Background: an optimization exercise with open tools, aiming at small area and a short achievable clock period. Do not read the settings as production practice. RTL that was checked went through simulation tests only; none was proved equivalent to the original. For runs 2 and 3, only the layout was checked, not whether the RTL still works. Power and IR drop assume default switching activity.

===== flow/design.v =====
`timescale 1ns / 1ps
module final_main #(
    parameter integer CLK_FREQUENCY_HZ = 20000
) (
    input             clk,
    input             reset,
    input       [5:0] pBtns,
    output      [9:0] bike_col_position,
    output      [9:0] left_car_row, left_car_column,
    output      [9:0] right_car_row, right_car_column,
    output      [9:0] middle_car_row, middle_car_column,
    output reg  [2:0] left_car_icon_num, right_car_icon_num, middle_car_icon_num,
    output reg  [2:0] background_num,
    output      [1:0] speed_hunds,
    output      [3:0] speed_tens, speed_ones,
    output reg  [3:0] dist_ones, dist_tens, dist_hunds, dist_thous,
    output reg  [1:0] dist_tenthous
);
    reg [6:0] c;           
    reg [2:0] h8;          
    reg [2:0] d5, e5;      
    reg       tick50hz;
    reg       bg_step;
    wire [1:0] speed_range;    
    wire       speed_zero;
    wire w100 = (c == 7'd99);
    wire d4   = (d5 == 3'd4);
    wire ev50 = w100 & (h8[1:0] == 2'd3);
    wire ev40 = w100 & d4;
    wire ev20 = w100 & d4 & h8[0];
    wire ev10 = w100 & d4 & (h8[1:0] == 2'd3);
    wire ev5  = w100 & d4 & (h8 == 3'd7);
    wire ev1  = ev5 & (e5 == 3'd4);
    always @(posedge clk) begin
        if (reset) begin
            c  <= 7'd0;
            h8 <= 3'd0;
            d5 <= 3'd0;
            e5 <= 3'd0;
        end else if (w100) begin
            c  <= 7'd0;
            h8 <= h8 + 3'd1;
            d5 <= d4 ? 3'd0 : d5 + 3'd1;
            if (d4) e5 <= (e5 == 3'd4) ? 3'd0 : e5 + 3'd1;
        end else begin
            c <= c + 7'd1;
        end
    end
    always @(posedge clk) begin
        if (reset) begin
            tick50hz <= 1'b0;
            bg_step  <= 1'b0;
        end else begin
            tick50hz <= ev50;
            bg_step  <= ~speed_zero &
                        ((speed_range == 2'd0) ? ev5  :
                         (speed_range == 2'd1) ? ev10 :
                         (speed_range == 2'd2) ? ev20 : ev40);
        end
    end
    reg [1:0] sec_cnt;
    reg [1:0] count_init;
    reg [3:0] obst;
    always @(posedge clk) begin
        if (reset) begin
            sec_cnt    <= 2'd0;
            count_init <= 2'd2;
            obst       <= 4'd11;
        end else if (ev1) begin
            sec_cnt <= sec_cnt + 2'd1;
            if (sec_cnt == 2'd3) begin
                if (count_init[1] == count_init[0]) begin
                    obst       <= obst + 4'd7;
                    count_init <= 2'd3;
                end else begin
                    count_init <= count_init - 2'd1;
                end
            end
        end
    end
    wire obst_active          = (count_init == 2'd3) & (sec_cnt == 2'd0);
    wire left_obstacle_flag   = obst_active & obst[3] & ~(obst[2] & obst[1]);
    wire right_obstacle_flag  = obst_active & obst[2] & ~(obst[3] & obst[1]);
    wire middle_obstacle_flag = obst_active & obst[1] & ~(obst[3] & obst[2]);
    reg [7:0] acceleration;
    reg       acceleration_flag, deceleration_flag;
    always @(posedge clk) begin
        if (reset) begin
            acceleration      <= 8'd0;
            acceleration_flag <= 1'b0;
            deceleration_flag <= 1'b0;
        end else if (tick50hz) begin
            if (pBtns[1] | pBtns[3]) begin
                if (acceleration[7:6] != 2'b11)
                    acceleration <= acceleration + 8'd1;
                acceleration_flag <= ~pBtns[1];
                deceleration_flag <= pBtns[1];
            end else begin
                acceleration      <= 8'd0;
                acceleration_flag <= 1'b0;
                deceleration_flag <= 1'b1;
            end
        end
    end
    bcd_module SPEED (
        .clk(clk), .reset(reset), .tick(tick50hz),
        .decelerate(deceleration_flag), .accelerate(acceleration_flag),
        .acceleration_range(acceleration[7:6]),
        .speed_hunds(speed_hunds), .speed_tens(speed_tens), .speed_ones(speed_ones),
        .speed_range(speed_range), .speed_zero(speed_zero)
    );
    wire [4:0] dist_add = (speed_range == 2'b00) ? 5'd1 :
                          (speed_range == 2'b01) ? 5'd2 :
                          (speed_range == 2'b10) ? 5'd4 : 5'd8;
    wire [4:0] ones_sum = dist_add + dist_ones;
    wire       c0 = (ones_sum >= 5'd10);
    wire       c1 = c0 & (dist_tens == 4'd9);
    wire       c2 = c1 & (dist_hunds == 4'd9);
    wire       c3 = c2 & (dist_thous == 4'd9);
    wire       dist_sat = dist_tenthous[1] &
                          (dist_tenthous[0] | (dist_thous == 4'd9) & (dist_hunds == 4'd9) &
                           (dist_tens == 4'd9) & (dist_ones >= 4'd2));
    always @(posedge clk) begin
        if (reset) begin
            dist_ones     <= 4'd0;
            dist_tens     <= 4'd0;
            dist_hunds    <= 4'd0;
            dist_thous    <= 4'd0;
            dist_tenthous <= 2'd0;
        end else if (tick50hz) begin
            if (dist_sat) begin
                dist_ones     <= 4'd0;
                dist_tens     <= 4'd0;
                dist_hunds    <= 4'd0;
                dist_thous    <= 4'd0;
                dist_tenthous <= 2'd3;
            end else begin
                dist_ones <= c0 ? ones_sum - 5'd10 : ones_sum[3:0];
                if (c0) dist_tens  <= c1 ? 4'd0 : dist_tens + 4'd1;
                if (c1) dist_hunds <= c2 ? 4'd0 : dist_hunds + 4'd1;
                if (c2) dist_thous <= c3 ? 4'd0 : dist_thous + 4'd1;
                if (c3) dist_tenthous <= dist_tenthous + 2'd1;
            end
        end
    end
    always @(posedge clk) begin
        if (reset)
            background_num <= 3'd0;
        else if (bg_step)
            background_num <= background_num + 3'd1;
    end
    reg [9:1] bike_col;
    assign bike_col_position = {bike_col, 1'b0};
    wire [9:1] bike_right = (bike_col >= 9'd450) ? 9'd454 : bike_col + 9'd4;
    wire [9:1] bike_left  = (bike_col <= 9'd4)   ? 9'd0   : bike_col - 9'd4;
    always @(posedge clk) begin
        if (reset) begin
            bike_col <= 9'd227;
        end else if (tick50hz) begin
            if (pBtns[2])
                bike_col <= bike_right;
            else if (pBtns[4])
                bike_col <= bike_left;
        end
    end
    reg [9:0] lrow;
    reg [9:0] lcol;
    assign left_car_row    = lrow;
    assign left_car_column = lcol;
    wire [6:0] lm    = lrow[6:0];
    wire       lhold = lrow[9];
    reg [3:0] ldelta;
    reg [2:0] licon;
    always @(posedge clk) begin
        if (reset) begin
            lrow              <= 10'd767;
            lcol              <= 10'd1023;
            left_car_icon_num <= 3'd0;
        end else if (tick50hz) begin
            if (left_obstacle_flag) begin
                lrow              <= 10'd400;
                lcol              <= 10'd500;
                left_car_icon_num <= 3'd0;
            end else if (lhold) begin
                left_car_icon_num <= 3'd0;
            end else begin
                lrow[6:0] <= lm + 7'd1;
                if (lm == 7'd127) lrow[9:7] <= 3'b100;
                lcol <= lcol - ldelta;
                left_car_icon_num <= licon;
            end
        end
    end
    always @(*) begin
        if (lm < 7'd31)       begin ldelta = 4'd3;  licon = 3'd2; end
        else if (lm == 7'd31) begin ldelta = 4'd15; licon = 3'd3; end
        else if (lm < 7'd46)  begin ldelta = 4'd4;  licon = 3'd3; end
        else if (lm < 7'd86)  begin ldelta = (lm == 7'd46) ? 4'd4 : 4'd5; licon = 3'd4; end
        else                  begin ldelta = 4'd6;  licon = 3'd5; end
    end
    reg [9:8] rrow_hi;
    reg [6:0] rm;
    reg [8:0] rcol;
    assign right_car_row    = {rrow_hi, 1'b1, rm};
    assign right_car_column = {1'b1, rcol};
    wire rhold = ((rcol[8:3] == 6'b111111) & (rcol[2] | (rcol[1] & rcol[0])));
    reg [2:0] rdelta;
    reg [2:0] ricon;
    always @(posedge clk) begin
        if (reset) begin
            rrow_hi            <= 2'b10;
            rm                 <= 7'd127;
            rcol               <= 9'd511;
            right_car_icon_num <= 3'd0;
        end else if (tick50hz) begin
            if (right_obstacle_flag) begin
                rrow_hi            <= 2'b01;
                rm                 <= 7'd16;
                rcol               <= 9'd12;
                right_car_icon_num <= 3'd0;
            end else if (rhold) begin
                right_car_icon_num <= 3'd0;
            end else begin
                rm <= rm + 7'd1;
                rcol <= rcol + rdelta;
                right_car_icon_num <= ricon;
            end
        end
    end
    always @(*) begin
        if (rm < 7'd31)      begin rdelta = 3'd3; ricon = 3'd2; end
        else if (rm < 7'd46) begin rdelta = 3'd4; ricon = 3'd3; end
        else if (rm < 7'd86) begin rdelta = 3'd5; ricon = 3'd4; end
        else                 begin rdelta = 3'd6; ricon = 3'd5; end
    end
    reg       mrow_hi;     
    reg [6:0] mm;
    reg       mcol7, mcol5, mcol4;
    assign middle_car_row    = {~mrow_hi, mrow_hi, mrow_hi, mm};
    assign middle_car_column = {2'b01, mcol7, 1'b1, mcol5, mcol4, 4'b1111};
    always @(posedge clk) begin
        if (reset) begin
            mrow_hi             <= 1'b1;
            mm                  <= 7'd16;
            {mcol7, mcol5, mcol4} <= 3'b110;
            middle_car_icon_num <= 3'd0;
        end else if (tick50hz) begin
            if (middle_obstacle_flag) begin
                mrow_hi             <= 1'b1;
                mm                  <= 7'd16;
                {mcol7, mcol5, mcol4} <= 3'b110;
                middle_car_icon_num <= 3'd0;
            end else if (!mrow_hi) begin
                middle_car_icon_num <= 3'd0;
            end else begin
                mm <= mm + 7'd1;
                if (mm == 7'd127) mrow_hi <= 1'b0;
                if (mm < 7'd31) begin
                    {mcol7, mcol5, mcol4} <= 3'b110;
                    middle_car_icon_num   <= 3'd2;
                end else if (mm < 7'd46) begin
                    {mcol7, mcol5, mcol4} <= 3'b101;
                    middle_car_icon_num   <= 3'd3;
                end else if (mm < 7'd86) begin
                    {mcol7, mcol5, mcol4} <= 3'b011;
                    middle_car_icon_num   <= 3'd4;
                end else begin
                    {mcol7, mcol5, mcol4} <= 3'b011;
                    middle_car_icon_num   <= 3'd5;
                end
            end
        end else begin
            middle_car_icon_num <= 3'd0;
        end
    end
endmodule
`timescale 1ns / 1ps
module bcd_module (
    input            clk,
    input            reset,
    input            tick,
    input            decelerate,
    input            accelerate,
    input      [1:0] acceleration_range,
    output reg [1:0] speed_hunds,
    output reg [3:0] speed_tens,
    output reg [3:0] speed_ones,
    output     [1:0] speed_range,
    output           speed_zero
);
    wire [1:0] h = speed_hunds;
    wire [3:0] t = speed_tens;
    wire [3:0] o = speed_ones;
    wire above8   = (h != 2'd0) | (t != 4'd0) | (o == 4'd9);
    wire below248 = ~h[1] | (t < 4'd4) | ((t == 4'd4) & (o < 4'd8));
    wire below64  = (h == 2'd0) & ((t < 4'd6) | ((t == 4'd6) & (o < 4'd4)));
    wire below128 = (h == 2'd0) | ((h == 2'd1) & ((t < 4'd2) | ((t == 4'd2) & (o < 4'd8))));
    wire below192 = (h == 2'd0) | ((h == 2'd1) & ((t < 4'd9) | (o < 4'd2)));
    assign speed_range = below64 ? 2'd0 : below128 ? 2'd1 : below192 ? 2'd2 : 2'd3;
    assign speed_zero  = (h == 2'd0) & (t == 4'd0) & (o == 4'd0);
    wire [3:0] up   = (acceleration_range == 2'd3) ? 4'd8 :
                      (acceleration_range == 2'd2) ? 4'd4 :
                      (acceleration_range == 2'd1) ? 4'd2 : 4'd1;
    wire [1:0] down = (acceleration_range != 2'd0) ? 2'd2 : 2'd1;
    wire [4:0] o_up = o + up;
    wire       carry  = (o_up >= 5'd10);
    wire       borrow = (o < {2'b00, down});
    wire [3:0] o_inc  = carry ? o_up[3:0] - 4'd10 : o_up[3:0];
    wire [3:0] o_dec  = borrow ? o + 4'd10 - {2'b00, down} : o - {2'b00, down};
    wire [3:0] t_inc  = (t == 4'd9) ? 4'd0 : t + 4'd1;
    wire [3:0] t_dec  = (t == 4'd0) ? 4'd9 : t - 4'd1;
    always @(posedge clk) begin
        if (reset) begin
            speed_hunds <= 2'd0;
            speed_tens  <= 4'd0;
            speed_ones  <= 4'd0;
        end else if (tick) begin
            if (decelerate) begin
                if (above8) begin
                    speed_ones <= o_dec;
                    if (borrow) begin
                        speed_tens <= t_dec;
                        if (t == 4'd0) speed_hunds <= h - 2'd1;
                    end
                end else begin
                    speed_hunds <= 2'd0;
                    speed_tens  <= 4'd0;
                    speed_ones  <= 4'd0;
                end
            end else if (accelerate) begin
                if (below248) begin
                    speed_ones <= o_inc;
                    if (carry) begin
                        speed_tens <= t_inc;
                        if (t == 4'd9) speed_hunds <= h + 2'd1;
                    end
                end else begin
                    speed_hunds <= 2'd2;
                    speed_tens  <= 4'd5;
                    speed_ones  <= 4'd5;
                end
            end
        end
    end
endmodule
module pwm_audio #(
    parameter integer CLK_FREQUENCY_HZ = 20000
) (
    input            clk,
    input            reset,
    input      [9:0] speed,        
    input      [7:0] duty_cycle,
    output reg       pwm_audio_out
);
    reg  [5:0] clk_cnt;
    reg        tickhz;
    reg  [7:0] counter;
    wire [9:0] min_speed;
    pwm_min_speed LUT (.cnt(clk_cnt), .min_speed(min_speed));
    wire top_reached = ~less10(speed, min_speed);
    wire duty_high   = ~less10({2'b00, duty_cycle}, {2'b00, counter});
    function less10;             
        input [9:0] a, b;
        integer i;
        begin
            less10 = 1'b0;
            for (i = 0; i < 10; i = i + 1)
                less10 = (~a[i] & b[i]) | (~(a[i] ^ b[i]) & less10);
        end
    endfunction
    always @(posedge clk) begin
        if (reset) begin
            clk_cnt <= 6'd0;
            tickhz  <= 1'b0;
        end else if (top_reached) begin
            clk_cnt <= 6'd0;
            tickhz  <= 1'b1;
        end else begin
            clk_cnt <= clk_cnt + 6'd1;
            tickhz  <= 1'b0;
        end
    end
    always @(posedge clk) begin
        if (reset) begin
            pwm_audio_out <= 1'b0;
            counter       <= 8'd0;
        end else if (tickhz) begin
            counter       <= counter + 8'd1;
            pwm_audio_out <= (duty_cycle != 8'd0) & duty_high;
        end
    end
endmodule
module pwm_min_speed (
    input  [5:0] cnt,
    output [9:0] min_speed
);
  wire new_n17, new_n18, new_n19, new_n21, new_n22, new_n24, new_n26,
    new_n27, new_n28, new_n29, new_n30, new_n31, new_n32, new_n33, new_n35,
    new_n36, new_n37, new_n38, new_n39, new_n40, new_n41, new_n43, new_n44,
    new_n45, new_n46, new_n47, new_n48, new_n49, new_n50, new_n51, new_n52,
    new_n54, new_n55, new_n56, new_n57, new_n58, new_n59, new_n60, new_n61,
    new_n62, new_n63, new_n64, new_n65, new_n67, new_n68, new_n69, new_n70,
    new_n71, new_n72, new_n73, new_n74, new_n75, new_n76, new_n77, new_n78,
    new_n79, new_n81, new_n82, new_n83, new_n84, new_n85, new_n86, new_n87,
    new_n88, new_n89, new_n90, new_n91, new_n92, new_n93, new_n94, new_n95,
    new_n96, new_n97, new_n98, new_n99, new_n100, new_n101, new_n102,
    new_n104, new_n105, new_n106, new_n107, new_n108, new_n109, new_n110,
    new_n111, new_n112, new_n113, new_n114, new_n115, new_n116, new_n117,
    new_n118, new_n119, new_n120, new_n121, new_n122, new_n123, new_n124,
    new_n125, new_n126, new_n127, new_n128;
  assign new_n17 = ~cnt[3] & ~cnt[2];
  assign new_n18 = ~cnt[5] & ~cnt[1];
  assign new_n19 = ~cnt[4] & new_n18;
  assign min_speed[9] = new_n17 & new_n19;
  assign new_n21 = ~cnt[5] & ~cnt[4];
  assign new_n22 = cnt[1] & new_n17;
  assign min_speed[8] = new_n21 & new_n22;
  assign new_n24 = ~cnt[3] & cnt[2];
  assign min_speed[7] = new_n19 & new_n24;
  assign new_n26 = cnt[3] & cnt[2];
  assign new_n27 = cnt[1] & cnt[0];
  assign new_n28 = ~cnt[3] & cnt[0];
  assign new_n29 = ~new_n27 & ~new_n28;
  assign new_n30 = ~cnt[2] & ~new_n29;
  assign new_n31 = cnt[2] & ~cnt[1];
  assign new_n32 = new_n21 & ~new_n26;
  assign new_n33 = ~new_n31 & new_n32;
  assign min_speed[6] = ~new_n30 & new_n33;
  assign new_n35 = ~cnt[2] & ~new_n27;
  assign new_n36 = cnt[4] & ~new_n35;
  assign new_n37 = cnt[4] & ~cnt[3];
  assign new_n38 = ~cnt[3] & ~cnt[1];
  assign new_n39 = ~new_n35 & ~new_n38;
  assign new_n40 = ~new_n37 & ~new_n39;
  assign new_n41 = ~cnt[5] & ~new_n36;
  assign min_speed[5] = ~new_n40 & new_n41;
  assign new_n43 = ~cnt[4] & ~cnt[0];
  assign new_n44 = ~cnt[3] & ~new_n43;
  assign new_n45 = ~new_n36 & new_n44;
  assign new_n46 = ~cnt[4] & ~cnt[1];
  assign new_n47 = ~cnt[2] & ~new_n43;
  assign new_n48 = ~new_n46 & new_n47;
  assign new_n49 = new_n46 & ~new_n47;
  assign new_n50 = cnt[3] & ~new_n48;
  assign new_n51 = ~new_n49 & new_n50;
  assign new_n52 = ~cnt[5] & ~new_n45;
  assign min_speed[4] = ~new_n51 & new_n52;
  assign new_n54 = cnt[3] & cnt[1];
  assign new_n55 = ~new_n24 & ~new_n54;
  assign new_n56 = new_n36 & new_n55;
  assign new_n57 = cnt[2] & cnt[0];
  assign new_n58 = ~cnt[4] & cnt[0];
  assign new_n59 = ~cnt[2] & ~new_n58;
  assign new_n60 = new_n54 & ~new_n59;
  assign new_n61 = ~cnt[0] & ~new_n24;
  assign new_n62 = new_n46 & ~new_n61;
  assign new_n63 = ~new_n60 & ~new_n62;
  assign new_n64 = ~new_n57 & ~new_n63;
  assign new_n65 = ~new_n56 & ~new_n64;
  assign min_speed[3] = ~cnt[5] & ~new_n65;
  assign new_n67 = ~cnt[2] & cnt[1];
  assign new_n68 = new_n37 & ~new_n67;
  assign new_n69 = ~cnt[4] & new_n55;
  assign new_n70 = ~new_n68 & ~new_n69;
  assign new_n71 = ~cnt[0] & ~new_n70;
  assign new_n72 = ~new_n37 & ~new_n54;
  assign new_n73 = new_n57 & ~new_n72;
  assign new_n74 = ~new_n71 & ~new_n73;
  assign new_n75 = ~cnt[5] & ~new_n74;
  assign new_n76 = cnt[2] & new_n27;
  assign new_n77 = cnt[5] & ~cnt[3];
  assign new_n78 = ~cnt[4] & new_n77;
  assign new_n79 = ~new_n76 & new_n78;
  assign min_speed[2] = new_n75 | new_n79;
  assign new_n81 = cnt[3] & ~cnt[0];
  assign new_n82 = ~cnt[5] & ~new_n81;
  assign new_n83 = ~new_n17 & ~new_n26;
  assign new_n84 = new_n58 & new_n83;
  assign new_n85 = ~cnt[2] & new_n43;
  assign new_n86 = ~new_n84 & ~new_n85;
  assign new_n87 = ~new_n82 & ~new_n86;
  assign new_n88 = ~cnt[5] & cnt[0];
  assign new_n89 = new_n26 & new_n88;
  assign new_n90 = ~new_n87 & ~new_n89;
  assign new_n91 = cnt[1] & ~new_n90;
  assign new_n92 = ~cnt[3] & ~cnt[0];
  assign new_n93 = ~cnt[5] & ~new_n92;
  assign new_n94 = cnt[2] & ~new_n81;
  assign new_n95 = ~new_n93 & new_n94;
  assign new_n96 = ~new_n57 & new_n93;
  assign new_n97 = new_n46 & ~new_n95;
  assign new_n98 = ~new_n96 & new_n97;
  assign new_n99 = ~new_n28 & ~new_n83;
  assign new_n100 = cnt[4] & new_n18;
  assign new_n101 = ~new_n99 & new_n100;
  assign new_n102 = ~new_n98 & ~new_n101;
  assign min_speed[1] = new_n91 | ~new_n102;
  assign new_n104 = cnt[5] & ~new_n28;
  assign new_n105 = ~cnt[0] & new_n26;
  assign new_n106 = new_n104 & ~new_n105;
  assign new_n107 = ~new_n24 & new_n82;
  assign new_n108 = cnt[1] & ~new_n106;
  assign new_n109 = ~new_n107 & new_n108;
  assign new_n110 = ~new_n38 & ~new_n57;
  assign new_n111 = new_n104 & ~new_n110;
  assign new_n112 = cnt[5] & ~cnt[1];
  assign new_n113 = ~new_n28 & ~new_n112;
  assign new_n114 = ~cnt[2] & ~new_n77;
  assign new_n115 = ~new_n113 & new_n114;
  assign new_n116 = ~new_n111 & ~new_n115;
  assign new_n117 = ~new_n109 & new_n116;
  assign new_n118 = ~cnt[4] & ~new_n117;
  assign new_n119 = ~new_n22 & ~new_n26;
  assign new_n120 = new_n82 & ~new_n119;
  assign new_n121 = ~new_n83 & ~new_n112;
  assign new_n122 = cnt[5] & ~new_n17;
  assign new_n123 = ~cnt[0] & ~new_n122;
  assign new_n124 = ~new_n121 & new_n123;
  assign new_n125 = ~new_n120 & ~new_n124;
  assign new_n126 = cnt[4] & ~new_n125;
  assign new_n127 = new_n18 & new_n105;
  assign new_n128 = ~new_n126 & ~new_n127;
  assign min_speed[0] = new_n118 | ~new_n128;
endmodule
`timescale 1ns / 1ps
module roadrash_top (
    input         clk,
    input         reset,
    input  [5:0]  pBtns,
    input  [7:0]  duty_cycle,
    output [9:0]  bike_col_position,
    output [9:0]  left_car_row, left_car_column,
    output [9:0]  right_car_row, right_car_column,
    output [9:0]  middle_car_row, middle_car_column,
    output [2:0]  left_car_icon_num, right_car_icon_num, middle_car_icon_num,
    output [2:0]  background_num,
    output [3:0]  speed_hunds, speed_tens, speed_ones,
    output [3:0]  score_ones, score_tens, score_hunds,
    output [3:0]  score_thous, score_tenthous, score_hundthous,
    output        pwm_audio_out
    );
    localparam integer CLK_FREQUENCY_HZ = 20000;
    wire [1:0] dist_tenthous, speed_h;
    final_main #(.CLK_FREQUENCY_HZ(CLK_FREQUENCY_HZ)) CONTROLLER (
        .clk(clk), .reset(reset), .pBtns(pBtns),
        .bike_col_position(bike_col_position),
        .left_car_row(left_car_row), .left_car_column(left_car_column),
        .right_car_row(right_car_row), .right_car_column(right_car_column),
        .middle_car_row(middle_car_row), .middle_car_column(middle_car_column),
        .left_car_icon_num(left_car_icon_num), .right_car_icon_num(right_car_icon_num),
        .middle_car_icon_num(middle_car_icon_num), .background_num(background_num),
        .speed_hunds(speed_h), .speed_tens(speed_tens), .speed_ones(speed_ones),
        .dist_ones(score_ones), .dist_tens(score_tens), .dist_hunds(score_hunds),
        .dist_thous(score_thous), .dist_tenthous(dist_tenthous)
    );
    assign score_tenthous  = {2'b00, dist_tenthous};
    assign score_hundthous = 4'd0;
    assign speed_hunds = {2'b00, speed_h};
    pwm_audio #(.CLK_FREQUENCY_HZ(CLK_FREQUENCY_HZ)) AUDIO (
        .clk(clk), .reset(reset), .speed({speed_h, speed_tens, speed_ones}), .duty_cycle(duty_cycle),
        .pwm_audio_out(pwm_audio_out)
    );
endmodule

===== flow/flow/run.sh =====
#!/bin/bash
set -euo pipefail
rm -rf scripts_area
cp -r "$FLOW_HOME/scripts" scripts_area
cp flow/abc_area.script scripts_area/abc_area.script
SCRIPTS_DIR="$PWD/scripts_area" ADDER_MAP_FILE= bash standard.sh synth > synth.log 2>&1
SETUP_SLACK_MARGIN=63 BUFFER_PORTS_ARGS="-buffer_cell sky130_fd_sc_hd__buf_1" bash standard.sh finish > layout.log 2>&1

===== flow/flow/abc_area.script =====
strash
&get -n
&fraig -x
&put
dc2
strash
&get -n
&dch -f
&nf -R 1000
&put
topo

===== flow/standard.sh =====
#!/bin/bash
# synth_recipe.tcl (not shown) runs the flow's synth.tcl, then flattens the netlist and writes it again
# the make line also repeats each setting of config.mk as NAME=value (left out here)
make -C /OpenROAD-flow-scripts/flow DESIGN_CONFIG=/design/flow/config.mk WORK_HOME=/design/flow/orfs CLKGATE_MAP_FILE= SYNTH_SCRIPT=/design/flow/synth_recipe.tcl "${@:-finish}"

===== flow/config.mk =====
export PLATFORM = sky130hd
export DESIGN_NAME = roadrash_top
export DESIGN_NICKNAME = roadrash_top
export VERILOG_FILES = /design/flow/design.v
export SDC_FILE = /design/flow/constraint.sdc
export NUM_CORES = 4
export LEC_CHECK = 0
export ABC_AREA = 1
export CAP_MARGIN = 20
export CORE_MARGIN = 2
export CORE_UTILIZATION = 40
export CTS_BUF_LIST = sky130_fd_sc_hd__clkbuf_8
export CTS_CLUSTER_SIZE = 30
export SLEW_MARGIN = 20

===== flow/constraint.sdc =====
create_clock -name core_clock -period 80.0 [get_ports {clk}]
set_input_delay 16.0000 -clock core_clock [delete_from_list [all_inputs] [get_ports {clk}]]
set_output_delay 16.0000 -clock core_clock [all_outputs]
set_load 0.01 [all_outputs]

==> flow_summary.json, run 1 <==
{
  "status": "timing/DRC/antenna clean",
  "total_of_max_cap_violations": 0,
  "timing.critical_path.max_delay_family": "compound AO/OA/AOI/OAI gates",
  "finish.cell_count_without_fillers": 1426,
  "num_io_pins": 135,
  "critPathLaunchType": "primary input",
  "final-seq-area_um2": 3240,
  "clock.fmax_mhz": 58.4,
  "grt_start_max_net_pins": 70,
  "timing.critical_path.mode_cell": "sky130_fd_sc_hd__a21oi_1",
  "yosysWarningCount": 3,
  "cellPowerDensity_nw_per_um2": 14.2,
  "netlist.area_leader.share": 0.399,
  "first_global_vias": 6778,
  "route.vias.total": 7700,
  "area_delta_synth_final_pct": 26.1,
  "place_congestion": 0.817,
  "dr.max_layer_used": "met4",
  "drt_pre_antenna_iters": 9,
  "worst_ep_arrival_time_ps": 17480,
  "area_taken_by_multi_input_logic_gates_um2": 4340,
  "nNetsFinal": 1195,
  "sequential_area_share_after_synthesis": 0.399,
  "synthDistinctLibCells": 53,
  "placement_rows": 50,
  "grtUsageTotal": 0.201,
  "tritoncts_num_sinks": 150,
  "wirelength_met1_mm": 9.67,
  "initial_drt_markers": 296,
  "wl_met3_um": 904,
  "hold_class": "flop to flop",
  "worstPathCellList": "buf_4 > clkinv_8 > maj3_2 > maj3_2 > a21oi_2 > a21oi_1 > a21oi_1 > a221oi_1 > o2bb2ai_1 > nand3_1 > a21oi_1",
  "die_h_um": 141,
  "post_synth_most_frequent_cells": "sky130_fd_sc_hd__dfxtp_1, sky130_fd_sc_hd__nor2_1, sky130_fd_sc_hd__a21oi_1",
  "post_route_cells_drive_above_1_share": 0.239,
  "yosys_register_bits": 150,
  "grt_pass1_wl_mm": 33.1,
  "rsz0062_at_grt": "yes",
  "fin_skew_ps": 12.5,
  "clockRootBuffer": "sky130_fd_sc_hd__clkbuf_8",
  "post-synth-top-area-cell": "sky130_fd_sc_hd__dfxtp_1",
  "clkSlewWorstSetupHoldPaths_ps": 80,
  "most_common_cell_in_the_synthesized_netlist": "sky130_fd_sc_hd__dfxtp_1",
  "largest_stage_delay_on_the_critical_path_ps": 300,
  "syn_area_per_cell_um2": 7.66,
  "core_um2": 18600,
  "setup.worst_path.class": "primary input to flop",
  "detail_route.vias_per_cell": 5.40,
  "worst_setup_path_end_kind": "flop",
  "ctsLongestPathBuffers": 2,
  "finalWorstPathRequiredPeriod_ps": 17110,
  "routed_wl_per_cell_um": 14.4,
  "drv_slew": 0,
  "slowest_stage": "sky130_fd_sc_hd__maj3_2",
  "die_w_um": 141,
  "fillers": 1839,
  "transition_time_of_the_tightest_slew_check_pin_ps": 796,
  "netlist_area_um2": 7530,
  "num_antenna_cells": 0,
  "drtAntennaViolNets": 0,
  "floorplan.initialDensity": 0.405,
  "numCtsBuffers": 17,
  "synth_cells": 982,
  "htreeDepth": 4,
  "grt_antenna_before_repair": 0,
  "global_route.overflow_total": 0,
  "synth-edff-count": 0,
  "met2RoutedLength_mm": 9.74,
  "async_flop_share": 0,
  "finalSetupViolations": 0,
  "final.setup.tns_ps": 0,
  "final-hold-violation-count": 0,
  "crit_path_max_fanout": 2,
  "post-route-period-util": 0.214,
  "netlist_top_cells_area": "sky130_fd_sc_hd__dfxtp_1, sky130_fd_sc_hd__a21oi_1, sky130_fd_sc_hd__nor2_1, sky130_fd_sc_hd__o21ai_0, sky130_fd_sc_hd__nand2_1",
  "vdd.ir_drop.worst_mv": 0.00876,
  "dieArea_um2": 19900,
  "tritoncts": "yes",
  "dpl.cell_count": 1327,
  "slew_headroom": 0.466,
  "timing.critical_path.required_ps": 80370,
  "hpwlAfterDp_mm": 13.3,
  "finalWirelength_mm": 20.5,
  "yosys_most_used_dff": "sky130_fd_sc_hd__dfxtp_1",
  "drt_drc_violations_left": 0,
  "static-leakage-power_nw": 3.76,
  "place.port_buffers": 114,
  "clk-insertion-delay-late_ps": 440,
  "count_of_buffer_and_inverter_cells_on_the_critical_path": 2
}
==> tightest hold or removal path: stages (launching register included) <==
cell	delay [ps]
sky130_fd_sc_hd__dfxtp_1	320
sky130_fd_sc_hd__nand2_1	50
sky130_fd_sc_hd__nand2_1	40
==> cell usage in the layout, fill, tap and decap left out, types with 5 or more instances in the layout <==
cell type                  synthesis  layout
sky130_fd_sc_hd__a211oi_1          9       9
sky130_fd_sc_hd__a21o_1            7       7
sky130_fd_sc_hd__a21oi_1         124     123
sky130_fd_sc_hd__a22oi_1           6       6
sky130_fd_sc_hd__a31oi_1          11      11
sky130_fd_sc_hd__and2_0           13      12
sky130_fd_sc_hd__and3_1           24      24
sky130_fd_sc_hd__buf_1             0      18
sky130_fd_sc_hd__buf_2             0      54
sky130_fd_sc_hd__buf_4            24      75
sky130_fd_sc_hd__buf_6             0       9
sky130_fd_sc_hd__clkbuf_2          0      29
sky130_fd_sc_hd__clkbuf_8          0      17
sky130_fd_sc_hd__clkinv_1         19      16
sky130_fd_sc_hd__clkinv_2          0       9
sky130_fd_sc_hd__conb_1            2      18
sky130_fd_sc_hd__dfxtp_1         150      70
sky130_fd_sc_hd__dfxtp_2           0      25
sky130_fd_sc_hd__dfxtp_4           0      55
sky130_fd_sc_hd__nand2_1         112     112
sky130_fd_sc_hd__nand2b_1          8       8
sky130_fd_sc_hd__nand3_1          20      20
sky130_fd_sc_hd__nand3b_1          5       5
sky130_fd_sc_hd__nand4_1           7       7
sky130_fd_sc_hd__nor2_1          129     129
sky130_fd_sc_hd__nor2b_1          17      17
sky130_fd_sc_hd__nor3_1           61      61
sky130_fd_sc_hd__nor4_1            5       5
sky130_fd_sc_hd__o21a_1           14      14
sky130_fd_sc_hd__o21ai_0          88      86
sky130_fd_sc_hd__o31ai_1           8       8
sky130_fd_sc_hd__or2_0             9       9
sky130_fd_sc_hd__or3_1            12      12
sky130_fd_sc_hd__xnor2_1          24      24
sky130_fd_sc_hd__xor2_1           17      17
==> repair_timing <==
action | in CTS | in global routing
gates resized for setup | 172 | 83
hold buffers | 0 | 0
setup endpoints to repair | 92 | 78
setup buffers | 18 | 49
pin swaps | 1 | 1
==> per-layer routing <==
layer / up-vias / track usage
met3: 18 / 0.0421
met5: - / 0
met4: 0 / 0.0542
li1: 3907 / -
met1: 3596 / 0.269
met2: 179 / 0.332
==> where the power goes <==
part / switching, mW / internal, mW
logic: 0.00369 / 0.00163
clock network: 0.0286 / 0.0272
registers: 0.000591 / 0.0729
total: 0.0328 / 0.102
==> flip-flops by register name, indices dropped and copies added, names as in the netlist, 6 cells and up <==
| register | flops |
|---|---|
| CONTROLLER.c | 7 |
| CONTROLLER.bike_col | 9 |
| CONTROLLER.mm | 7 |
| CONTROLLER.lrow | 10 |
| CONTROLLER.rm | 7 |
| AUDIO.counter | 8 |
| CONTROLLER.acceleration | 8 |
| CONTROLLER.lcol | 10 |
| CONTROLLER.rcol | 9 |
| AUDIO.clk_cnt | 6 |
==> path summary, 6_finish.rpt <==
kind	start	end	slack (ps)	cells past startpoint
worst max-delay path	duty_cycle[1]	AUDIO.pwm_audio_out$_SDFFE_PP0P_	62890	11
worst min register to register	CONTROLLER.rrow_hi[9]$_SDFFE_PP1P_	CONTROLLER.rrow_hi[9]$_SDFFE_PP1P_	450	2
worst min-delay path	CONTROLLER.rrow_hi[9]$_SDFFE_PP1P_	CONTROLLER.rrow_hi[9]$_SDFFE_PP1P_	450	2
worst max register to register	CONTROLLER.SPEED.speed_tens[0]$_SDFFE_PP0P_	CONTROLLER.dist_thous[2]$_SDFFE_PP0P_	76300	18
==> layout make-up <==
class,instances,share of cell area
clock buffer,17,0.0247
multi-input combinational,805,0.457
clock inverter,15,0.0145
timing repair buffer,186,0.122
sequential,150,0.341
inverter,19,0.00910
tap,234,0.0308
==> logic make-up (layout without fill, tap and decap cells) <==
family / count (synthesis) / count (layout) / share of synthesized area
compound gates: 311 / 311 / 0.245
flops: 150 / 150 / 0.399
other cells: 2 / 18 / 0.000998
fa+ha+maj: 2 / 2 / 0.00266
xor+xnor: 41 / 41 / 0.0477
mux: 4 / 4 / 0.00582
buf+inv: 43 / 237 / 0.0334
simple gates: 429 / 429 / 0.266
==> stage by stage <==
step | area [µm²] | total power [mW] | util | setup slack (ps) | hold WS (ps)
2_1_floorplan | 7610 | 0.0808 | - | 62730 | 422
3_3_place_gp | 8190 | 0.0823 | 0.441 | 62290 | 431
3_5_place_dp | 8190 | 0.0824 | 0.441 | 62290 | 439
4_1_cts | 8950 | 0.137 | 0.482 | 62890 | 452
5_1_grt | 9490 | 0.140 | 0.511 | 62830 | 472
6_report | 9490 | 0.135 | 0.511 | 62890 | 450
==> run 2: changes to the inputs <==
--- a/flow/design.v
+++ b/flow/design.v
@@ -163,29 +163,29 @@
                 bike_col <= bike_left;
         end
     end
-    reg [9:0] lrow;
+    reg [8:0] lrow;
     reg [9:0] lcol;
-    assign left_car_row    = lrow;
+    assign left_car_row    = {~lrow[8], lrow};
     assign left_car_column = lcol;
     wire [6:0] lm    = lrow[6:0];
-    wire       lhold = lrow[9];
+    wire       lhold = ~lrow[8];
     reg [3:0] ldelta;
     reg [2:0] licon;
     always @(posedge clk) begin
         if (reset) begin
-            lrow              <= 10'd767;
+            lrow              <= 9'h0ff;        
             lcol              <= 10'd1023;
             left_car_icon_num <= 3'd0;
         end else if (tick50hz) begin
             if (left_obstacle_flag) begin
-                lrow              <= 10'd400;
+                lrow              <= 9'h190;        
                 lcol              <= 10'd500;
                 left_car_icon_num <= 3'd0;
             end else if (lhold) begin
                 left_car_icon_num <= 3'd0;
             end else begin
                 lrow[6:0] <= lm + 7'd1;
-                if (lm == 7'd127) lrow[9:7] <= 3'b100;
+                if (lm == 7'd127) lrow[8:7] <= 2'b00;    
                 lcol <= lcol - ldelta;
                 left_car_icon_num <= licon;
             end
@@ -198,23 +198,23 @@
         else if (lm < 7'd86)  begin ldelta = (lm == 7'd46) ? 4'd4 : 4'd5; licon = 3'd4; end
         else                  begin ldelta = 4'd6;  licon = 3'd5; end
     end
-    reg [9:8] rrow_hi;
+    reg       rrow8;
     reg [6:0] rm;
     reg [8:0] rcol;
-    assign right_car_row    = {rrow_hi, 1'b1, rm};
+    assign right_car_row    = {~rrow8, rrow8, 1'b1, rm};
     assign right_car_column = {1'b1, rcol};
     wire rhold = ((rcol[8:3] == 6'b111111) & (rcol[2] | (rcol[1] & rcol[0])));
     reg [2:0] rdelta;
     reg [2:0] ricon;
     always @(posedge clk) begin
         if (reset) begin
-            rrow_hi            <= 2'b10;
+            rrow8              <= 1'b0;
             rm                 <= 7'd127;
             rcol               <= 9'd511;
             right_car_icon_num <= 3'd0;
         end else if (tick50hz) begin
             if (right_obstacle_flag) begin
-                rrow_hi            <= 2'b01;
+                rrow8              <= 1'b1;
                 rm                 <= 7'd16;
                 rcol               <= 9'd12;
                 right_car_icon_num <= 3'd0;
==> flow/flow/run.sh (replaced) <==
#!/bin/bash
set -euo pipefail
rm -rf scripts_area
cp -r "$FLOW_HOME/scripts" scripts_area
cp flow/abc_area.script scripts_area/abc_area.script
SCRIPTS_DIR="$PWD/scripts_area" ADDER_MAP_FILE= bash standard.sh synth > synth.log 2>&1
BUFFER_PORTS_ARGS="-buffer_cell sky130_fd_sc_hd__buf_1" bash standard.sh finish > layout.log 2>&1
==> flow/flow/abc_area.script (replaced) <==
strash
&get -n
&fraig -x
&put
dc2
strash
&get -n
&deepsyn -T 30
&put
strash
&get -n
&dch -f
&nf -R 1000
&put
topo
--- a/flow/config.mk
+++ b/flow/config.mk
@@ -8,7 +8,7 @@
 export ABC_AREA = 1
 export CAP_MARGIN = 20
 export CORE_MARGIN = 2
-export CORE_UTILIZATION = 40
+export CORE_UTILIZATION = 65
 export CTS_BUF_LIST = sky130_fd_sc_hd__clkbuf_8
 export CTS_CLUSTER_SIZE = 30
 export SLEW_MARGIN = 20
==> run 2 against run 1 <==
  * Flip-flop and latch count fell by 2
  * First-iteration DRC count increased by 120%
  * Global-route usage is 8.8 points higher
  * Utilization increased by 26 points
  * Clock power rose by 25%
  * Combinational power decreased by 5.8%
  * Largest cell class unchanged
  * Non-clock buffer count shrank 67
  * Synthesized area shrank 6.6%
==> flow_summary.json, run 2 <==
{
  "status": "timing/DRC/antenna clean",
  "drt_pre_antenna_iters": 6,
  "async_flop_share": 0,
  "die_w_um": 108,
  "numCtsBuffers": 17,
  "tritoncts_num_sinks": 148,
  "drv_slew": 0,
  "cellPowerDensity_nw_per_um2": 18.6,
  "place_congestion": 0.930,
  "grtUsageTotal": 0.290,
  "initial_drt_markers": 641,
  "post-cts-setup-buffer-count": 0,
  "post_cts_hold_buffer_count": 0,
  "finalWirelength_mm": 16.4,
  "dieArea_um2": 11700,
  "grt_pass1_wl_mm": 27.4,
  "finalWorstPathRequiredPeriod_ps": 17510,
  "commonest_non_fill_non_tap_cell_in_the_layout": "sky130_fd_sc_hd__dfxtp_1",
  "clkSlewWorstSetupHoldPaths_ps": 80,
  "post-synth-top-area-cell": "sky130_fd_sc_hd__dfxtp_1",
  "nNetsFinal": 1045,
  "routed_wl_per_cell_um": 14.0,
  "first_global_vias": 6069,
  "reg2reg_from": "CONTROLLER.tick50hz$_SDFF_PP0_",
  "syn_area_per_cell_um2": 7.82,
  "core_um2": 10400,
  "num_antenna_cells": 0,
  "reg2reg_slack_ps": 76390,
  "ctsLongestPathBuffers": 2,
  "final.setup.tns_ps": 0,
  "setup.worst_path.class": "primary input to flop",
  "post_cts_resize_count": 0,
  "total_of_max_cap_violations": 0,
  "yosys_register_bits": 148,
  "worst_setup_path_startpoint": "duty_cycle[0]",
  "finish.instance_area_um2": 8030,
  "place.port_buffers": 114,
  "met1_usage": 0.378,
  "synth-edff-count": 0,
  "vdd.ir_drop.worst_mv": 0.0195,
  "floorplan.initialDensity": 0.675,
  "clk-insertion-delay-late_ps": 460,
  "endpoint": "AUDIO.pwm_audio_out$_SDFFE_PP0P_",
  "post_route_cells_drive_above_1_share": 0.0355,
  "netlist_top_cells_area": "sky130_fd_sc_hd__dfxtp_1, sky130_fd_sc_hd__a21oi_1, sky130_fd_sc_hd__nand2_1, sky130_fd_sc_hd__nor2_1, sky130_fd_sc_hd__o21ai_0",
  "post-route-period-util": 0.219,
  "static-leakage-power_nw": 3.04,
  "most_common_cell_in_the_synthesized_netlist": "sky130_fd_sc_hd__dfxtp_1",
  "fin_skew_ps": 12.7,
  "transition_time_of_the_tightest_slew_check_pin_ps": 965,
  "netlist.area_leader.share": 0.422,
  "grt_start_max_net_pins": 58,
  "area_delta_synth_final_pct": 14.3,
  "htreeDepth": 4,
  "netlist_area_um2": 7030,
  "clockRootBuffer": "sky130_fd_sc_hd__clkbuf_8",
  "largest_register_ff_count": 10,
  "timing.critical_path.required_ps": 80350,
  "yosys_most_used_dff": "sky130_fd_sc_hd__dfxtp_1",
  "hold_class": "flop to flop",
  "die_h_um": 108,
  "clock.fmax_mhz": 57.1,
  "rr_worst_depth": 15,
  "use_met3": 0.0687,
  "use_met2": 0.474,
  "worst_setup_path_end_kind": "flop",
  "rsz0062_at_grt": "no",
  "yosysWarningCount": 3,
  "placement_rows": 37,
  "post_synth_most_frequent_cells": "sky130_fd_sc_hd__dfxtp_1, sky130_fd_sc_hd__nand2_1, sky130_fd_sc_hd__nor2_1",
  "sequential_area_share_after_synthesis": 0.422,
  "global_route.overflow_total": 0,
  "detail_route.vias_per_cell": 5.87,
  "grt_antenna_before_repair": 0,
  "worst_ep_arrival_time_ps": 17860,
  "critPathLaunchType": "primary input",
  "max_flop_register": "CONTROLLER.lcol",
  "crit-reg2reg-capture": "CONTROLLER.lcol[9]$_SDFFE_PP1P_",
  "num_io_pins": 135,
  "tritoncts": "yes",
  "hpwlAfterDp_mm": 11.0,
  "hp-start": "CONTROLLER.bike_col[1]$_SDFFE_PP1P_",
  "synth_cells": 899,
  "slew_headroom": 0.353,
  "crit_path_max_fanout": 2,
  "synthDistinctLibCells": 56,
  "final-hold-violation-count": 0,
  "drt_drc_violations_left": 0,
  "layout_common_cells": "sky130_fd_sc_hd__dfxtp_1, sky130_fd_sc_hd__nand2_1, sky130_fd_sc_hd__buf_1",
  "place_area_um2": 7540,
  "most_used_layer_global_route": "met2",
  "route.vias.total": 6911,
  "finalSetupViolations": 0,
  "drtAntennaViolNets": 0
}
run 2: changes by cell type in the layout (fill, tap and decap cells not counted), moves of 13 or more:
cell | before | now
sky130_fd_sc_hd__buf_1 | 18 | 113
sky130_fd_sc_hd__dfxtp_1 | 70 | 148
sky130_fd_sc_hd__buf_4 | 75 | 5
sky130_fd_sc_hd__dfxtp_4 | 55 | 0
sky130_fd_sc_hd__buf_2 | 54 | 0
sky130_fd_sc_hd__clkbuf_2 | 29 | 1
sky130_fd_sc_hd__nor2_1 | 129 | 102
sky130_fd_sc_hd__dfxtp_2 | 25 | 0
sky130_fd_sc_hd__a21oi_1 | 123 | 100
sky130_fd_sc_hd__o21ai_0 | 86 | 67
sky130_fd_sc_hd__xnor2_1 | 24 | 8
sky130_fd_sc_hd__nor3_1 | 61 | 48
run 2: critical path: stages:
cell,delay [ps]
sky130_fd_sc_hd__buf_1,80
sky130_fd_sc_hd__nand2b_1,140
sky130_fd_sc_hd__maj3_1,350
sky130_fd_sc_hd__maj3_1,360
sky130_fd_sc_hd__maj3_1,340
sky130_fd_sc_hd__o21ai_0,90
sky130_fd_sc_hd__a22oi_1,90
sky130_fd_sc_hd__o21a_1,190
sky130_fd_sc_hd__o221a_1,210
run 2: metrics by stage:
stage	hold WS (ps)	cells	power [mW]	setup slack, ps	utilization
3_3_place_gp	441	1146	0.0810	62040	0.724
3_5_place_dp	449	1146	0.0810	62030	0.724
4_1_cts	461	1178	0.150	62520	0.771
2_1_floorplan	420	915	0.0799	62190	-
6_report	458	1178	0.149	62490	0.771
5_1_grt	483	1178	0.154	62390	0.771
run 2: layout make-up:
type	instances	area [µm²]
Timing Repair Buffer	119	467
Inverter	22	82.6
Sequential cell	148	2960
Clock inverter	15	254
Clock buffer	17	234
Multi-Input combinational cell	721	3860
Fill cell	824	2380
Tap cell	136	170
run 2: cell families after synthesis:
kind of cell,synth area share
compound gates,0.235
xor+xnor,0.0237
fa+ha+maj,0.00427
buf+inv,0.0374
flops,0.422
mux,0.00142
other cells,0.00107
simple gates,0.275
run 2: worst min path at each step:
stage	depth (start not counted)	slack, ps	to
global placement	2	440	CONTROLLER.acceleration_flag$_SDFFE_PP0P_
global route	2	480	CONTROLLER.bike_col[1]$_SDFFE_PP1P_
finish	2	460	CONTROLLER.bike_col[1]$_SDFFE_PP1P_
floorplan	2	420	CONTROLLER.acceleration_flag$_SDFFE_PP0P_
detailed placement	2	450	CONTROLLER.bike_col[1]$_SDFFE_PP1P_
CTS	2	460	CONTROLLER.bike_col[1]$_SDFFE_PP1P_
run 2: where the power goes:
part | switching (mW) | leakage, nW | total (mW) | internal, mW
Clock | 0.0291 | 0.246 | 0.0697 | 0.0406
Combinational | 0.00345 | 1.60 | 0.00501 | 0.00156
Sequential | 0.000568 | 1.19 | 0.0744 | 0.0738
run 2: routing by layer:
metal | part of all wire | up-vias
met4 | 0.017 | 0
met1 | 0.46 | 3148
met5 | 0 | -
li1 | - | 3494
met3 | 0.064 | 23
met2 | 0.46 | 246
==> run 3: changes to the inputs <==
==> flow/flow/run.sh (replaced) <==
#!/bin/bash
set -euo pipefail
rm -rf scripts_area
cp -r "$FLOW_HOME/scripts" scripts_area
cp flow/abc_area.script scripts_area/abc_area.script
SCRIPTS_DIR="$PWD/scripts_area" ADDER_MAP_FILE= bash standard.sh synth > synth.log 2>&1
SETUP_SLACK_MARGIN=62.75 BUFFER_PORTS_ARGS="-buffer_cell sky130_fd_sc_hd__buf_1" bash standard.sh finish > layout.log 2>&1
==> run 3 against run 2 <==
  * Combinational power rose by 4%
  * Die area did not move
  * Wire length fell by 1.0%
  * Register-to-register slack barely moved
  * Largest power group unchanged
  * Highest routed layer unchanged
==> flow_summary.json, run 3 <==
{
  "netlist.area_leader.share": 0.422,
  "finish.cell_count_without_fillers": 1177,
  "post-synth-top-area-cell": "sky130_fd_sc_hd__dfxtp_1",
  "post_synth_and_or_nand_nor_area_fraction": 0.275,
  "slew_headroom": 0.320,
  "grt_pass1_wl_mm": 26.8,
  "syn_area_per_cell_um2": 7.82,
  "post-route-period-util": 0.216,
  "worst_ep_arrival_time_ps": 17610,
  "most_used_layer_global_route": "met2",
  "async_flop_share": 0,
  "drv_slew": 0,
  "grtUsageTotal": 0.283,
  "route.vias.total": 6917,
  "clock.fmax_mhz": 57.9,
  "critPathLaunchType": "primary input",
  "finalWorstSetupSlack_ps": 62730,
  "htreeDepth": 4,
  "area_delta_synth_final_pct": 14.5,
  "post_route_cells_drive_above_1_share": 0.0557,
  "synth_top_family_by_area": "simple AND/OR/NAND/NOR gates",
  "layout_common_cells": "sky130_fd_sc_hd__dfxtp_1, sky130_fd_sc_hd__nand2_1, sky130_fd_sc_hd__buf_1",
  "synth_cells": 899,
  "num_antenna_cells": 0,
  "finalWorstPathRequiredPeriod_ps": 17270,
  "die_h_um": 108,
  "synth-compound-area-share": 0.235,
  "post-cts-setup-buffer-count": 0,
  "initial_drt_markers": 501,
  "die_w_um": 108,
  "xor_and_xnor_area_share_after_synthesis": 0.0237,
  "drt_pre_antenna_iters": 5,
  "yosys.area_share.adder": 0.00427,
  "yosys_most_used_dff": "sky130_fd_sc_hd__dfxtp_1",
  "grt_antenna_before_repair": 0,
  "transition_time_of_the_tightest_slew_check_pin_ps": 1020,
  "routed_wl_per_cell_um": 13.8,
  "dpl_worst_slack_ps": 61670,
  "status": "timing/DRC/antenna clean",
  "use_met3": 0.0591,
  "core_um2": 10400,
  "cellPowerDensity_nw_per_um2": 17.7,
  "sequential_area_share_after_synthesis": 0.422,
  "post_cts_hold_buffer_count": 0,
  "clkSlewWorstSetupHoldPaths_ps": 70,
  "yosysWarningCount": 3,
  "total_of_max_cap_violations": 0,
  "tritoncts_num_sinks": 148,
  "num_io_pins": 135,
  "static-leakage-power_nw": 3.06,
  "clockRootBuffer": "sky130_fd_sc_hd__clkbuf_8",
  "post_synth_most_frequent_cells": "sky130_fd_sc_hd__dfxtp_1, sky130_fd_sc_hd__nand2_1, sky130_fd_sc_hd__nor2_1",
  "hold_class": "flop to flop",
  "numCtsBuffers": 17,
  "timing.critical_path.required_ps": 80330,
  "netlist_top_cells_area": "sky130_fd_sc_hd__dfxtp_1, sky130_fd_sc_hd__a21oi_1, sky130_fd_sc_hd__nand2_1, sky130_fd_sc_hd__nor2_1, sky130_fd_sc_hd__o21ai_0",
  "largest_register_ff_count": 10,
  "global_route.overflow_total": 0,
  "yosys-mux-area-fraction": 0.00142,
  "detail_route.vias_per_cell": 5.88,
  "nNetsFinal": 1044,
  "setup.worst_path.class": "primary input to flop",
  "ctsLongestPathBuffers": 2,
  "hpwlAfterDp_mm": 10.9,
  "place_congestion": 0.928,
  "tritoncts": "yes",
  "final-hold-violation-count": 0,
  "yosys_register_bits": 148,
  "rsz0062_at_grt": "yes",
  "hold-worst-slack_ps": 460,
  "commonest_non_fill_non_tap_cell_in_the_layout": "sky130_fd_sc_hd__dfxtp_1",
  "synthDistinctLibCells": 56,
  "vdd.ir_drop.worst_mv": 0.0119,
  "netlist_area_um2": 7030,
  "dieArea_um2": 11700,
  "crit_path_max_fanout": 2,
  "use_met2": 0.447,
  "floorplan.initialDensity": 0.675,
  "grt_start_max_net_pins": 58,
  "first_global_vias": 5913,
  "final.setup.tns_ps": 0,
  "max_flop_register": "CONTROLLER.lcol",
  "met1_usage": 0.382,
  "fin_skew_ps": 6.42,
  "synth-edff-count": 0,
  "finalSetupViolations": 0,
  "dpl.cell_count": 1145,
  "clk-insertion-delay-late_ps": 440,
  "most_common_cell_in_the_synthesized_netlist": "sky130_fd_sc_hd__dfxtp_1",
  "placement_rows": 37,
  "worst_setup_path_end_kind": "flop",
  "drt_drc_violations_left": 0,
  "drtAntennaViolNets": 0,
  "place.port_buffers": 114,
  "finalWirelength_mm": 16.3
}
## run 3: cell counts after synthesis
No cell type changed its count.
## run 3: path summary, 6_finish.rpt
check | start | endpoint | slack, ps | depth (start not counted)
worst max register to register | AUDIO.clk_cnt[4]$_SDFF_PP0_ | AUDIO.clk_cnt[4]$_SDFF_PP0_ | 76390 | 16
worst max-delay path | duty_cycle[0] | AUDIO.pwm_audio_out$_SDFFE_PP0P_ | 62730 | 9
worst min-delay path | CONTROLLER.lrow[7]$_SDFFE_PP1P_ | CONTROLLER.lrow[7]$_SDFFE_PP1P_ | 460 | 2
worst min register to register | CONTROLLER.lrow[7]$_SDFFE_PP1P_ | CONTROLLER.lrow[7]$_SDFFE_PP1P_ | 460 | 2
## run 3: report_power, final
| part | total, mW | leakage, nW | switching [mW] | internal (mW) |
|---|---|---|---|---|
| clock network | 0.0627 | 0.233 | 0.0267 | 0.0360 |
| logic | 0.00521 | 1.63 | 0.00354 | 0.00167 |
| registers | 0.0744 | 1.20 | 0.000540 | 0.0738 |
## run 3: cell type report
type	count	area, µm²
timing repair buffer	118	475
inverter	22	95.1
clock inverter	12	159
clock buffer	20	275
sequential	148	2970
multi-input combinational	721	3900
tap	136	170
fill	810	2370
## run 3: timing repair
item,CTS,global route
hold endpoints to repair,0,0
setup endpoints to repair,34,13
resized for setup,5,15
pin swaps,1,0
## run 3: cell families (layout without fill, tap and decap cells)
family,count (synthesis),in the layout
flip-flops,148,148
multiplexers,1,1
other,2,18
AND/OR/NAND/NOR,409,409
XOR/XNOR,19,19
buffers and inverters,46,172
adder cells (fa/ha/maj),3,3
AO/OA/AOI/OAI,271,271
## run 3: per-stage QoR
stage | area, µm² | total power, mW | util
2_1_floorplan | 7110 | 0.0799 | -
3_3_place_gp | 7560 | 0.0810 | 0.726
3_5_place_dp | 7560 | 0.0810 | 0.726
4_1_cts | 8010 | 0.143 | 0.769
5_1_grt | 8050 | 0.147 | 0.772
6_report | 8050 | 0.142 | 0.772
## run 3: routing by layer
| layer | vias up | wire length, µm |
|---|---|---|
| met3 | 31 | 1130 |
| met5 | - | 0 |
| met4 | 0 | 256 |
| li1 | 3508 | - |
| met2 | 260 | 7320 |
| met1 | 3118 | 7570 |
## run 3: critical path, stage by stage
cell,delay (ps)
sky130_fd_sc_hd__buf_6,90
sky130_fd_sc_hd__nand2b_4,120
sky130_fd_sc_hd__maj3_2,290
sky130_fd_sc_hd__maj3_2,290
sky130_fd_sc_hd__maj3_2,310
sky130_fd_sc_hd__o21ai_2,60
sky130_fd_sc_hd__a22oi_1,70
sky130_fd_sc_hd__o21a_1,170
sky130_fd_sc_hd__o221a_1,200
==> run 4: changes to the inputs <==
--- a/flow/design.v
+++ b/flow/design.v
@@ -358,7 +358,19 @@
     wire [9:0] min_speed;
     pwm_min_speed LUT (.cnt(clk_cnt), .min_speed(min_speed));
     wire top_reached = ~less10(speed, min_speed);
-    wire duty_high   = ~less10({2'b00, duty_cycle}, {2'b00, counter});
+    wire duty_lo_less = less4(duty_cycle[3:0], counter[3:0]);
+    wire duty_hi_less = less4(duty_cycle[7:4], counter[7:4]);
+    wire duty_hi_eq   = (duty_cycle[7:4] == counter[7:4]);
+    wire duty_high    = ~(duty_hi_less | (duty_hi_eq & duty_lo_less));
+    function less4;              
+        input [3:0] a, b;
+        integer i;
+        begin
+            less4 = 1'b0;
+            for (i = 0; i < 4; i = i + 1)
+                less4 = (~a[i] & b[i]) | (~(a[i] ^ b[i]) & less4);
+        end
+    endfunction
     function less10;             
         input [9:0] a, b;
         integer i;
==> run 4 against run 3 <==
  * Register-to-register slack better by 60 ps
  * Wire length down 1.0%
  * Clock skew up 5.2 ps
  * Utilization down 0.56 points
  * Largest cell class unchanged
  * Critical endpoint is now speed_ones[1]
  * Critical path type is now flop to primary output
  * Count of clock-buffer cells in the layout down 3
  * Design area down 1.2%
  * Still clean
==> flow_summary.json, run 4 <==
{
  "die_w_um": 108,
  "synth_cells": 894,
  "netlist.area_leader.share": 0.424,
  "die_h_um": 108,
  "crit_path_max_fanout": 11,
  "hold_class": "flop to flop",
  "floorplan.initialDensity": 0.674,
  "grt_pass1_wl_mm": 26.4,
  "first_global_vias": 5938,
  "slew_headroom": 0.328,
  "timing.critical_path.max_delay_family": "flip-flops",
  "num_io_pins": 135,
  "largest_register_ff_count": 10,
  "post-route-period-util": 0.215,
  "finalWorstPathRequiredPeriod_ps": 17160,
  "whs_path_depth": 2,
  "place.port_buffers": 114,
  "detail_route.vias_per_cell": 5.85,
  "count_of_buffer_and_inverter_cells_on_the_critical_path": 1,
  "drt_pre_antenna_iters": 5,
  "tritoncts": "yes",
  "post-synth-top-area-cell": "sky130_fd_sc_hd__dfxtp_1",
  "grt_antenna_before_repair": 0,
  "max_flop_register": "CONTROLLER.lcol",
  "post-cts-setup-buffer-count": 0,
  "cellPowerDensity_nw_per_um2": 17.8,
  "num_antenna_cells": 0,
  "static-leakage-power_nw": 2.93,
  "dpl_worst_slack_ps": 62140,
  "tritoncts_num_sinks": 148,
  "sequential_area_share_after_synthesis": 0.424,
  "ctsLongestPathBuffers": 2,
  "place_congestion": 0.858,
  "rsz0062_at_grt": "no",
  "synthDistinctLibCells": 54,
  "total_of_max_cap_violations": 0,
  "rr_worst_depth": 17,
  "dieArea_um2": 11600,
  "status": "timing/DRC/antenna clean",
  "largest_stage_delay_on_the_critical_path_ps": 520,
  "yosys_register_bits": 148,
  "yosys_most_used_dff": "sky130_fd_sc_hd__dfxtp_1",
  "finalWirelength_mm": 16.1,
  "global_route.overflow_total": 0,
  "yosysWarningCount": 3,
  "worst_ep_arrival_time_ps": 1160,
  "layout_common_cells": "sky130_fd_sc_hd__dfxtp_1, sky130_fd_sc_hd__nor2_1, sky130_fd_sc_hd__buf_1",
  "finalWorstSetupSlack_ps": 62840,
  "htreeDepth": 4,
  "clockRootBuffer": "sky130_fd_sc_hd__clkbuf_8",
  "most_common_cell_in_the_synthesized_netlist": "sky130_fd_sc_hd__dfxtp_1",
  "final.setup.tns_ps": 0,
  "transition_time_of_the_tightest_slew_check_pin_ps": 995,
  "drt_drc_violations_left": 0,
  "area_delta_synth_final_pct": 13.8,
  "routed_wl_per_cell_um": 13.7,
  "post_synth_most_frequent_cells": "sky130_fd_sc_hd__dfxtp_1, sky130_fd_sc_hd__nor2_1, sky130_fd_sc_hd__nand2_1",
  "drv_slew": 0,
  "netlist_area_um2": 6990,
  "worstPathCellList": "buf_1",
  "dpl.cell_count": 1142,
  "clock.fmax_mhz": 58.3,
  "core_um2": 10400,
  "critical_path_depth": 1,
  "setup.worst_path.class": "flop to primary output",
  "grtUsageTotal": 0.281,
  "post_cts_hold_buffer_count": 0,
  "netlist_top_cells_area": "sky130_fd_sc_hd__dfxtp_1, sky130_fd_sc_hd__a21oi_1, sky130_fd_sc_hd__nor2_1, sky130_fd_sc_hd__nand2_1, sky130_fd_sc_hd__o21ai_0",
  "async_flop_share": 0,
  "numCtsBuffers": 17,
  "initial_drt_markers": 427,
  "route.vias.total": 6865,
  "vdd.ir_drop.worst_mv": 0.0141,
  "nNetsFinal": 1041,
  "finalSetupViolations": 0,
  "slowest_stage": "sky130_fd_sc_hd__dfxtp_1",
  "clkSlewWorstSetupHoldPaths_ps": 80,
  "timing.critical_path.required_ps": 64000,
  "syn_area_per_cell_um2": 7.82,
  "finish.cell_count_without_fillers": 1174,
  "hpwlAfterDp_mm": 10.9,
  "worst_setup_path_end_kind": "primary output",
  "synth-edff-count": 0,
  "final-hold-violation-count": 0,
  "commonest_non_fill_non_tap_cell_in_the_layout": "sky130_fd_sc_hd__dfxtp_1",
  "grt_start_max_net_pins": 59,
  "drtAntennaViolNets": 0,
  "post_route_cells_drive_above_1_share": 0.0462,
  "clk-insertion-delay-late_ps": 460,
  "placement_rows": 37,
  "critPathLaunchType": "flop",
  "fin_skew_ps": 11.7
}
run 4: cell types whose count changed in the layout (fill, tap and decap cells not counted), sizes merged, moves of 5 or more:
cell,before,now
clkinvlp,0,6
a21oi,100,93
nand3,19,30
nor2b,16,9
nor2,102,114
xnor2,8,15
nand2,121,111
o21ai,67,59
nand3b,2,7
run 4: area by class of cell:
| type | instances | area [µm²] |
|---|---|---|
| timing repair buffer | 120 | 482 |
| inverter | 23 | 86.3 |
| fill | 785 | 2420 |
| clock inverter | 15 | 183 |
| sequential | 148 | 2970 |
| tap | 136 | 170 |
| multi-input combinational | 715 | 3820 |
| clock buffer | 17 | 234 |
run 4: what timing repair did:
action                                  4_1_cts  5_1_grt
endpoints found under the setup margin       13       15
resized for setup                             4       10
pin swaps                                     0        0
run 4: path summary, 6_finish.rpt:
path / from / endpoint / slack (ps)
worst max-delay path: CONTROLLER.SPEED.speed_ones[1]$_SDFFE_PP0P_ / speed_ones[1] / 62840
worst min-delay path: CONTROLLER.bike_col[1]$_SDFFE_PP1P_ / CONTROLLER.bike_col[1]$_SDFFE_PP1P_ / 450
worst max register to register: AUDIO.clk_cnt[1]$_SDFF_PP0_ / AUDIO.clk_cnt[2]$_SDFF_PP0_ / 76450
worst min register to register: CONTROLLER.bike_col[1]$_SDFFE_PP1P_ / CONTROLLER.bike_col[1]$_SDFFE_PP1P_ / 450
run 4: cells by family after synthesis:
logic type / Yosys count / share of synthesized area
other: 2 / 0.00107
buffers and inverters: 47 / 0.0381
adders and majority gates: 3 / 0.00430
DFF: 148 / 0.424
and+or+nand+nor: 420 / 0.287
muxes: 1 / 0.00143
AOI/OAI and AO/OA: 250 / 0.215
xor gates and xnor gates: 23 / 0.0288
run 4: metrics by stage:
| stage | utilization | power, mW | hold WS (ps) | cell area (µm²) |
|---|---|---|---|---|
| finish | 0.767 | 0.141 | 453 | 7950 |
| global route | 0.767 | 0.146 | 474 | 7950 |
| CTS | 0.765 | 0.142 | 450 | 7940 |
| detailed placement | 0.724 | 0.0821 | 435 | 7510 |
| global placement | 0.724 | 0.0820 | 437 | 7510 |
| floorplan | - | 0.0805 | 434 | 7050 |
run 4: power breakdown:
group | internal [mW] | switching [mW] | total [mW]
combinational | 0.00186 | 0.00387 | 0.00573
sequential | 0.0739 | 0.000878 | 0.0748
clock | 0.0310 | 0.0298 | 0.0608
total | 0.107 | 0.0345 | 0.141
run 4: layer usage:
layer,routed length [µm],GRT usage
met5,0,0
met4,192,0.0952
met3,1170,0.0720
met2,7380,0.455
met1,7360,0.364
==> run 5: changes to the inputs <==
--- a/flow/config.mk
+++ b/flow/config.mk
@@ -8,7 +8,7 @@
 export ABC_AREA = 1
 export CAP_MARGIN = 20
 export CORE_MARGIN = 2
-export CORE_UTILIZATION = 65
+export CORE_UTILIZATION = 80
 export CTS_BUF_LIST = sky130_fd_sc_hd__clkbuf_8
 export CTS_CLUSTER_SIZE = 30
 export SLEW_MARGIN = 20
==> run 5 against run 4 <==
  * Via count up 17%
  * Wire length rose by 39%
  * Worst hold slack better by 20 ps
  * Setup slack got worse by 160 ps
  * Largest cell class unchanged
  * Largest power group unchanged
==> flow_summary.json, run 5 <==
{
  "status": "timing/DRC/antenna clean",
  "drtAntennaViolNets": 0,
  "numCtsBuffers": 17,
  "netlist_top_cells_area": "sky130_fd_sc_hd__dfxtp_1, sky130_fd_sc_hd__a21oi_1, sky130_fd_sc_hd__nor2_1, sky130_fd_sc_hd__nand2_1, sky130_fd_sc_hd__o21ai_0",
  "transition_time_of_the_tightest_slew_check_pin_ps": 1020,
  "final-hold-violation-count": 0,
  "dr.max_layer_used": "met4",
  "dieArea_um2": 9500,
  "synth_cells": 894,
  "power.total_uw": 145,
  "die_w_um": 97.5,
  "hold-worst-slack_ps": 473,
  "global_route.overflow_total": 0,
  "floorplan.initialDensity": 0.813,
  "dpl.cell_count": 1113,
  "wirelength_met1_mm": 7.75,
  "clkSlewWorstSetupHoldPaths_ps": 90,
  "place_congestion": 0.916,
  "slew_headroom": 0.312,
  "whs_path_depth": 1,
  "dpl_worst_slack_ps": 61900,
  "grt_start_max_net_pins": 59,
  "cellPowerDensity_nw_per_um2": 18.3,
  "synth-edff-count": 0,
  "place_area_um2": 7470,
  "async_flop_share": 0,
  "place.port_buffers": 114,
  "static-leakage-power_nw": 2.95,
  "yosys_register_bits": 148,
  "max_flop_register": "CONTROLLER.lcol",
  "die_h_um": 97.5,
  "setup.worst_path.class": "primary input to flop",
  "post_synth_most_frequent_cells": "sky130_fd_sc_hd__dfxtp_1, sky130_fd_sc_hd__nor2_1, sky130_fd_sc_hd__nand2_1",
  "finalWorstSetupSlack_ps": 62680,
  "route.vias.total": 8034,
  "tritoncts": "yes",
  "ctsLongestPathBuffers": 2,
  "hold_class": "flop to flop",
  "finalWirelength_mm": 22.4,
  "vdd.ir_drop.worst_mv": 0.0172,
  "hp-start": "CONTROLLER.left_car_icon_num[2]$_SDFFE_PP0P_",
  "worstHoldEndpoint": "CONTROLLER.left_car_icon_num[2]$_SDFFE_PP0P_",
  "crit-reg2reg-capture": "CONTROLLER.lcol[9]$_SDFFE_PP1P_",
  "num_io_pins": 135,
  "netlist.area_leader.share": 0.424,
  "yosysWarningCount": 3,
  "reg2reg_slack_ps": 76060,
  "hpwlAfterDp_mm": 11.8,
  "area_delta_synth_final_pct": 13.4
}
[run 5: critical path, stage by stage]
cell and delay [ps]:
sky130_fd_sc_hd__clkbuf_2 100, sky130_fd_sc_hd__buf_8 340, sky130_fd_sc_hd__a31oi_1 180, sky130_fd_sc_hd__o21ai_1 540, sky130_fd_sc_hd__nand2_1 130, sky130_fd_sc_hd__xnor2_1 240
sky130_fd_sc_hd__a21oi_1 80
[run 5: logic make-up (layout without fill, tap and decap cells)]
logic type,after synthesis,in the layout,share of synthesized area
muxes,1,1,0.00143
adders and majority gates,3,3,0.00430
and+or+nand+nor,420,420,0.287
buffers and inverters,47,173,0.0381
AOI/OAI and AO/OA,250,250,0.215
other,2,18,0.00107
xor gates and xnor gates,23,23,0.0288
DFF,148,148,0.424
[run 5: where the power goes]
group          switching [mW]  internal (mW)
Combinational         0.00439        0.00185
Clock                  0.0303         0.0337
Sequential           0.000867         0.0739
[run 5: worst max-delay path by stage]
stage	startpoint	to	slack (ps)	depth (start not counted)
floorplan	reset	CONTROLLER.acceleration[2]$_SDFFE_PP0P_	62780	4
global placement	reset	CONTROLLER.acceleration[2]$_SDFFE_PP0P_	61960	7
detailed placement	reset	CONTROLLER.acceleration[2]$_SDFFE_PP0P_	61900	7
CTS	reset	CONTROLLER.acceleration[2]$_SDFFE_PP0P_	62730	7
global route	reset	CONTROLLER.SPEED.speed_ones[1]$_SDFFE_PP0P_	62520	7
finish	reset	CONTROLLER.SPEED.speed_ones[1]$_SDFFE_PP0P_	62680	7
[run 5: per-layer routing]
layer | global-route usage | vias to the layer above
met2 | 0.761 | 788
li1 | - | 3456
met5 | 0 | -
met3 | 0.106 | 193
met4 | 0.232 | 0
met1 | 0.536 | 3597
[run 5: area by class of cell]
cell class | instances | area (µm²) | share of cell area
multi-input cells | 715 | 3830 | 0.483
well taps | 108 | 135 | 0.0171
clock buffers | 17 | 234 | 0.0295
flip-flops and latches | 148 | 2970 | 0.375
clock inverters | 14 | 190 | 0.0240
inverters | 23 | 87.6 | 0.0111
repair buffers | 119 | 475 | 0.0600
[run 5: what timing repair did]
item	in CTS	in global routing
resized for setup	5	8
endpoints found under the setup margin	25	14
buffers inserted	0	0

Setup slack of run 5, layout unchanged: 62.679 ns with ideal ports, 62.695 ns with driving cells assumed (clock clkbuf_16, inputs buf_2), 62.207 ns with port delays also shifted by the 0.488 ns mid clock arrival.
